Source: an optimization exercise on an open RTL-to-GDS flow (aim: small area). Production flows keep margins and buffers that such runs may drop. Only simulation tests tie the RTL to the original design; equivalence was not proved.

==> module axi_cfg_register, before the edit <==
module axi_cfg_register #
(
  parameter integer CFG_DATA_WIDTH = 1024,
  parameter integer AXI_DATA_WIDTH = 32,
  parameter integer AXI_ADDR_WIDTH = 32,
  parameter [CFG_DATA_WIDTH/AXI_DATA_WIDTH-1:0] NON_REG_MASK = 'h0
)
(
  input  wire                        aclk,
  input  wire                        aresetn,
  output wire [CFG_DATA_WIDTH-1:0]   cfg_data,
  input  wire [AXI_ADDR_WIDTH-1:0]   s_axi_awaddr,   
  input  wire                        s_axi_awvalid,  
  output wire                        s_axi_awready,  
  input  wire [AXI_DATA_WIDTH-1:0]   s_axi_wdata,    
  input  wire [AXI_DATA_WIDTH/8-1:0] s_axi_wstrb,    
  input  wire                        s_axi_wvalid,   
  output wire                        s_axi_wready,   
  output wire [1:0]                  s_axi_bresp,    
  output wire                        s_axi_bvalid,   
  input  wire                        s_axi_bready,   
  input  wire [AXI_ADDR_WIDTH-1:0]   s_axi_araddr,   
  input  wire                        s_axi_arvalid,  
  output wire                        s_axi_arready,  
  output wire [AXI_DATA_WIDTH-1:0]   s_axi_rdata,    
  output wire [1:0]                  s_axi_rresp,    
  output wire                        s_axi_rvalid,   
  input  wire                        s_axi_rready    
);
  localparam integer NW = CFG_DATA_WIDTH/AXI_DATA_WIDTH;
  wire       wvalid = s_axi_awvalid & s_axi_wvalid;
  wire [4:0] widx   = s_axi_awaddr[6:2];
  wire [4:0] ridx   = s_axi_araddr[6:2];
  reg  [CFG_DATA_WIDTH-1:0] cfg_reg;
  wire [CFG_DATA_WIDTH-1:0] cfg_next;
  wire [NW*4-1:0]           ld, hd;
  reg                       bvalid_reg, rvalid_reg;
  reg  [AXI_DATA_WIDTH-1:0] rdata_reg;
  wire [AXI_DATA_WIDTH-1:0] rdata_next;
  wire [NW:0]               rsel_q [0:3];
  wire [(NW+1)*AXI_DATA_WIDTH-1:0] rsrc;
  wire [11*AXI_DATA_WIDTH-1:0]     rterm;
  integer j;
  genvar g, k;
  wire       rst = ~aresetn;
  reg  [NW-1:0] nws;
  reg  [7:0]    nra;
  reg  [3:0]    nrl;
  wire [3:0]    nstb = ~s_axi_wstrb;
  always @*
  begin
    for(j = 0; j < NW; j = j + 1)
      nws[j] = ~(aresetn & wvalid & (widx == j));
    for(j = 0; j < 8; j = j + 1)
      nra[j] = ~(aresetn & s_axi_arvalid & (ridx[4:2] == j));
    for(j = 0; j < 4; j = j + 1)
      nrl[j] = ~(ridx[1:0] == j);
  end
  generate
    for(g = 0; g < NW*4; g = g + 1)
    begin : BYTES
      dec_nor2 u_ld (.a(nws[g/4]), .b(nstb[g%4]), .y(ld[g]));
      dec_nor2 u_hd (.a(rst), .b(ld[g]), .y(hd[g]));
    end
    for(g = 0; g < NW; g = g + 1)
    begin : RSEL
      dec_nor2 u_q0 (.a(nra[g/4]), .b(nrl[g%4]), .y(rsel_q[0][g]));
      dec_nor2 u_q1 (.a(nra[g/4]), .b(nrl[g%4]), .y(rsel_q[1][g]));
      dec_nor2 u_q2 (.a(nra[g/4]), .b(nrl[g%4]), .y(rsel_q[2][g]));
      dec_nor2 u_q3 (.a(nra[g/4]), .b(nrl[g%4]), .y(rsel_q[3][g]));
    end
  endgenerate
  dec_nor2 u_hold_q0 (.a(rst), .b(s_axi_arvalid), .y(rsel_q[0][NW]));
  dec_nor2 u_hold_q1 (.a(rst), .b(s_axi_arvalid), .y(rsel_q[1][NW]));
  dec_nor2 u_hold_q2 (.a(rst), .b(s_axi_arvalid), .y(rsel_q[2][NW]));
  dec_nor2 u_hold_q3 (.a(rst), .b(s_axi_arvalid), .y(rsel_q[3][NW]));
  generate
    for(g = 0; g < CFG_DATA_WIDTH; g = g + 1)
    begin : BITS
      cfg_bit_mux u_mux (
        .ld(ld[g/8]), .hd(hd[g/8]), .w(s_axi_wdata[g%32]), .q(cfg_reg[g]), .d(cfg_next[g])
      );
    end
    assign rsrc = {rdata_reg, cfg_reg};
    for(k = 0; k < AXI_DATA_WIDTH; k = k + 1)
    begin : RBITS
      for(g = 0; g < 11; g = g + 1)
      begin : TERMS
        rd_aoi3 u_aoi (
          .s0(rsel_q[k/8][3*g]),   .d0(rsrc[(3*g)*32+k]),
          .s1(rsel_q[k/8][3*g+1]), .d1(rsrc[(3*g+1)*32+k]),
          .s2(rsel_q[k/8][3*g+2]), .d2(rsrc[(3*g+2)*32+k]),
          .y(rterm[k*11+g])
        );
      end
      rd_or11 u_or (.n(rterm[k*11+10:k*11]), .y(rdata_next[k]));
    end
  endgenerate
  always @(posedge aclk)
  begin
    cfg_reg   <= cfg_next;
    rdata_reg <= rdata_next;
    bvalid_reg <= aresetn & ~(s_axi_bready & bvalid_reg) & (wvalid | bvalid_reg);
    rvalid_reg <= aresetn & ~(s_axi_rready & rvalid_reg) & (s_axi_arvalid | rvalid_reg);
  end
  assign cfg_data = cfg_reg;
  assign s_axi_bresp = 2'd0;
  assign s_axi_rresp = 2'd0;
  assign s_axi_awready = wvalid;
  assign s_axi_wready = wvalid;
  assign s_axi_bvalid = bvalid_reg;
  assign s_axi_arready = 1'b1;
  assign s_axi_rdata = rdata_reg;
  assign s_axi_rvalid = rvalid_reg;
endmodule
==> module dec_nor3, before the edit <==
module dec_nor3 (
  input  wire a, b, c,
  output wire y
);
  assign y = ~(a | b | c);
endmodule
==> module rd_or11, before the edit <==
module rd_or11 (
  input  wire [10:0] n,
  output wire        y
);
  wire a, b, c;
  rd_nand4 u_a (.i(n[3:0]), .y(a));
  rd_nand4 u_b (.i(n[7:4]), .y(b));
  rd_nand3 u_c (.i(n[10:8]), .y(c));
  rd_or3   u_y (.i({a, b, c}), .y(y));
endmodule
==> module rd_nand3, before the edit <==
module rd_nand3 (
  input  wire [2:0] i,
  output wire       y
);
  assign y = ~&i;
endmodule
==> module rd_or3, before the edit <==
module rd_or3 (
  input  wire [2:0] i,
  output wire       y
);
  assign y = |i;
endmodule
export LEC_CHECK = 0
export CAP_MARGIN = 20
export CORE_AREA = 90 90 340 340
export DIE_AREA = 0 0 430 430
export PLACE_DENSITY = 0.75
export SLEW_MARGIN = 20
export SYNTH_HIERARCHICAL = 1
export SYNTH_MINIMUM_KEEP_SIZE = 0
create_clock -name core_clock -period 8.0 [get_ports {aclk}]
standard.sh (not shown) runs the stock make flow with config.mk's settings and CLKGATE_MAP_FILE= SYNTH_SCRIPT=/design/flow/synth_recipe.tcl, a recipe that flattens the netlist after the stock synthesis.
==> flow/flow/run.sh <==
#!/bin/bash
# The standard layout (standard.sh: unchanged synthesis, floorplan, power grid and
# tap cells), with two changes:
# - the buffers that global placement puts on every input and output port are
#   the smallest plain buffer, buf_1, rather than the cell OpenROAD picks;
# - clock tree synthesis uses set leaf clusters (size and diameter below) and
#   inserts no dummy loads.
set -euo pipefail
export BUFFER_PORTS_ARGS="-buffer_cell sky130_fd_sc_hd__buf_1"
export CTS_ARGS="-sink_clustering_enable -repair_clock_nets -dont_use_dummy_load -buf_list {sky130_fd_sc_hd__clkbuf_8} -sink_clustering_size 16 -sink_clustering_max_diameter 50"
bash standard.sh > standard.log 2>&1
Edit:
--- a/flow/design.v
+++ b/flow/design.v
@@ -55,13 +55,13 @@
   reg  [CFG_DATA_WIDTH-1:0] cfg_reg;
   wire [CFG_DATA_WIDTH-1:0] cfg_next;
   wire [NW*4-1:0]           ld, hd;
   reg                       bvalid_reg, rvalid_reg;
   reg  [AXI_DATA_WIDTH-1:0] rdata_reg;
   wire [AXI_DATA_WIDTH-1:0] rdata_next;
-  wire [NW:0]               rsel_q [0:3];
+  wire [NW:0]               rsel_lo, rsel_hi;
   wire [(NW+1)*AXI_DATA_WIDTH-1:0] rsrc;
   wire [11*AXI_DATA_WIDTH-1:0]     rterm;
   integer j;
   genvar g, k;
   wire       rst = ~aresetn;
   reg  [NW-1:0] nws;
@@ -82,22 +82,18 @@
     begin : BYTES
       dec_nor2 u_ld (.a(nws[g/4]), .b(nstb[g%4]), .y(ld[g]));
       dec_nor2 u_hd (.a(rst), .b(ld[g]), .y(hd[g]));
     end
     for(g = 0; g < NW; g = g + 1)
     begin : RSEL
-      dec_nor2 u_q0 (.a(nra[g/4]), .b(nrl[g%4]), .y(rsel_q[0][g]));
-      dec_nor2 u_q1 (.a(nra[g/4]), .b(nrl[g%4]), .y(rsel_q[1][g]));
-      dec_nor2 u_q2 (.a(nra[g/4]), .b(nrl[g%4]), .y(rsel_q[2][g]));
-      dec_nor2 u_q3 (.a(nra[g/4]), .b(nrl[g%4]), .y(rsel_q[3][g]));
+      dec_nor2 u_lo (.a(nra[g/4]), .b(nrl[g%4]), .y(rsel_lo[g]));
+      dec_nor2 u_hi (.a(nra[g/4]), .b(nrl[g%4]), .y(rsel_hi[g]));
     end
   endgenerate
-  dec_nor2 u_hold_q0 (.a(rst), .b(s_axi_arvalid), .y(rsel_q[0][NW]));
-  dec_nor2 u_hold_q1 (.a(rst), .b(s_axi_arvalid), .y(rsel_q[1][NW]));
-  dec_nor2 u_hold_q2 (.a(rst), .b(s_axi_arvalid), .y(rsel_q[2][NW]));
-  dec_nor2 u_hold_q3 (.a(rst), .b(s_axi_arvalid), .y(rsel_q[3][NW]));
+  dec_nor2 u_hold_lo (.a(rst), .b(s_axi_arvalid), .y(rsel_lo[NW]));
+  dec_nor2 u_hold_hi (.a(rst), .b(s_axi_arvalid), .y(rsel_hi[NW]));
   generate
     for(g = 0; g < CFG_DATA_WIDTH; g = g + 1)
     begin : BITS
       cfg_bit_mux u_mux (
         .ld(ld[g/8]), .hd(hd[g/8]), .w(s_axi_wdata[g%32]), .q(cfg_reg[g]), .d(cfg_next[g])
       );
@@ -105,15 +101,15 @@
     assign rsrc = {rdata_reg, cfg_reg};
     for(k = 0; k < AXI_DATA_WIDTH; k = k + 1)
     begin : RBITS
       for(g = 0; g < 11; g = g + 1)
       begin : TERMS
         rd_aoi3 u_aoi (
-          .s0(rsel_q[k/8][3*g]),   .d0(rsrc[(3*g)*32+k]),
-          .s1(rsel_q[k/8][3*g+1]), .d1(rsrc[(3*g+1)*32+k]),
-          .s2(rsel_q[k/8][3*g+2]), .d2(rsrc[(3*g+2)*32+k]),
+          .s0(k < 16 ? rsel_lo[3*g]   : rsel_hi[3*g]),   .d0(rsrc[(3*g)*32+k]),
+          .s1(k < 16 ? rsel_lo[3*g+1] : rsel_hi[3*g+1]), .d1(rsrc[(3*g+1)*32+k]),
+          .s2(k < 16 ? rsel_lo[3*g+2] : rsel_hi[3*g+2]), .d2(rsrc[(3*g+2)*32+k]),
           .y(rterm[k*11+g])
         );
       end
       rd_or11 u_or (.n(rterm[k*11+10:k*11]), .y(rdata_next[k]));
     end
   endgenerate
@@ -131,18 +127,12 @@
   assign s_axi_wready = wvalid;
   assign s_axi_bvalid = bvalid_reg;
   assign s_axi_arready = 1'b1;
   assign s_axi_rdata = rdata_reg;
   assign s_axi_rvalid = rvalid_reg;
 endmodule
-module dec_nor3 (
-  input  wire a, b, c,
-  output wire y
-);
-  assign y = ~(a | b | c);
-endmodule
 module dec_nor2 (
   input  wire a, b,
   output wire y
 );
   assign y = ~(a | b);
 endmodule
@@ -156,29 +146,17 @@
   assign d = (ld & w) | (hd & q);
 endmodule
 module rd_or11 (
   input  wire [10:0] n,
   output wire        y
 );
-  wire a, b, c;
+  wire a, b, e;
   rd_nand4 u_a (.i(n[3:0]), .y(a));
   rd_nand4 u_b (.i(n[7:4]), .y(b));
-  rd_nand3 u_c (.i(n[10:8]), .y(c));
-  rd_or3   u_y (.i({a, b, c}), .y(y));
-endmodule
-module rd_nand3 (
-  input  wire [2:0] i,
-  output wire       y
-);
-  assign y = ~&i;
-endmodule
-module rd_or3 (
-  input  wire [2:0] i,
-  output wire       y
-);
-  assign y = |i;
+  dec_nor2 u_e (.a(a), .b(b), .y(e));
+  rd_nand4 u_y (.i({e, n[10:8]}), .y(y));
 endmodule
 module rd_nand4 (
   input  wire [3:0] i,
   output wire       y
 );
   assign y = ~&i;
The changed run completed with no timing, DRC or antenna violations.
Core utilization went down by 0.25 points.
Cell area is lower by 0.37%.
Sequential share of layout area rises by 0.18 points.
Area after synthesis shrinks by 0.79%.
Setup slack improves by 0.22 ns.

==> port drivers added, routing unchanged <==
In the flow no input, the clock included, has a driving cell. The finished layouts below were timed again as built, in two steps.
Step 1 assumes that a clkbuf_16 drives the clock port and a buf_2 every other input.
Step 2 also shifts input and output timing later by t, the mid clock arrival at the registers, as if the neighbouring blocks saw the same clock.
Slacks: ideal / step 1 / step 2; pairs: ideal / step 1.
| run | shift t [ns] | setup WS [ns] | worst hold slack (ns) | worst register clock-pin slew, ns | worst slew at a driven data input, ns |
|---|---|---|---|---|---|
| the first run | 0.816 | 3.432 / 3.277 / 2.736 | 0.491 / 0.491 / 0.491 | 0.11 / 0.11 | 0.40 |
| the second run | 0.841 | 3.651 / 3.501 / 2.962 | 0.489 / 0.489 / 0.489 | 0.11 / 0.11 | 0.28 |
After both steps every run listed still meets setup and hold. The setup slack of the first run, which loses most, moves by -0.155 ns with the drivers and by -0.696 ns with both steps.
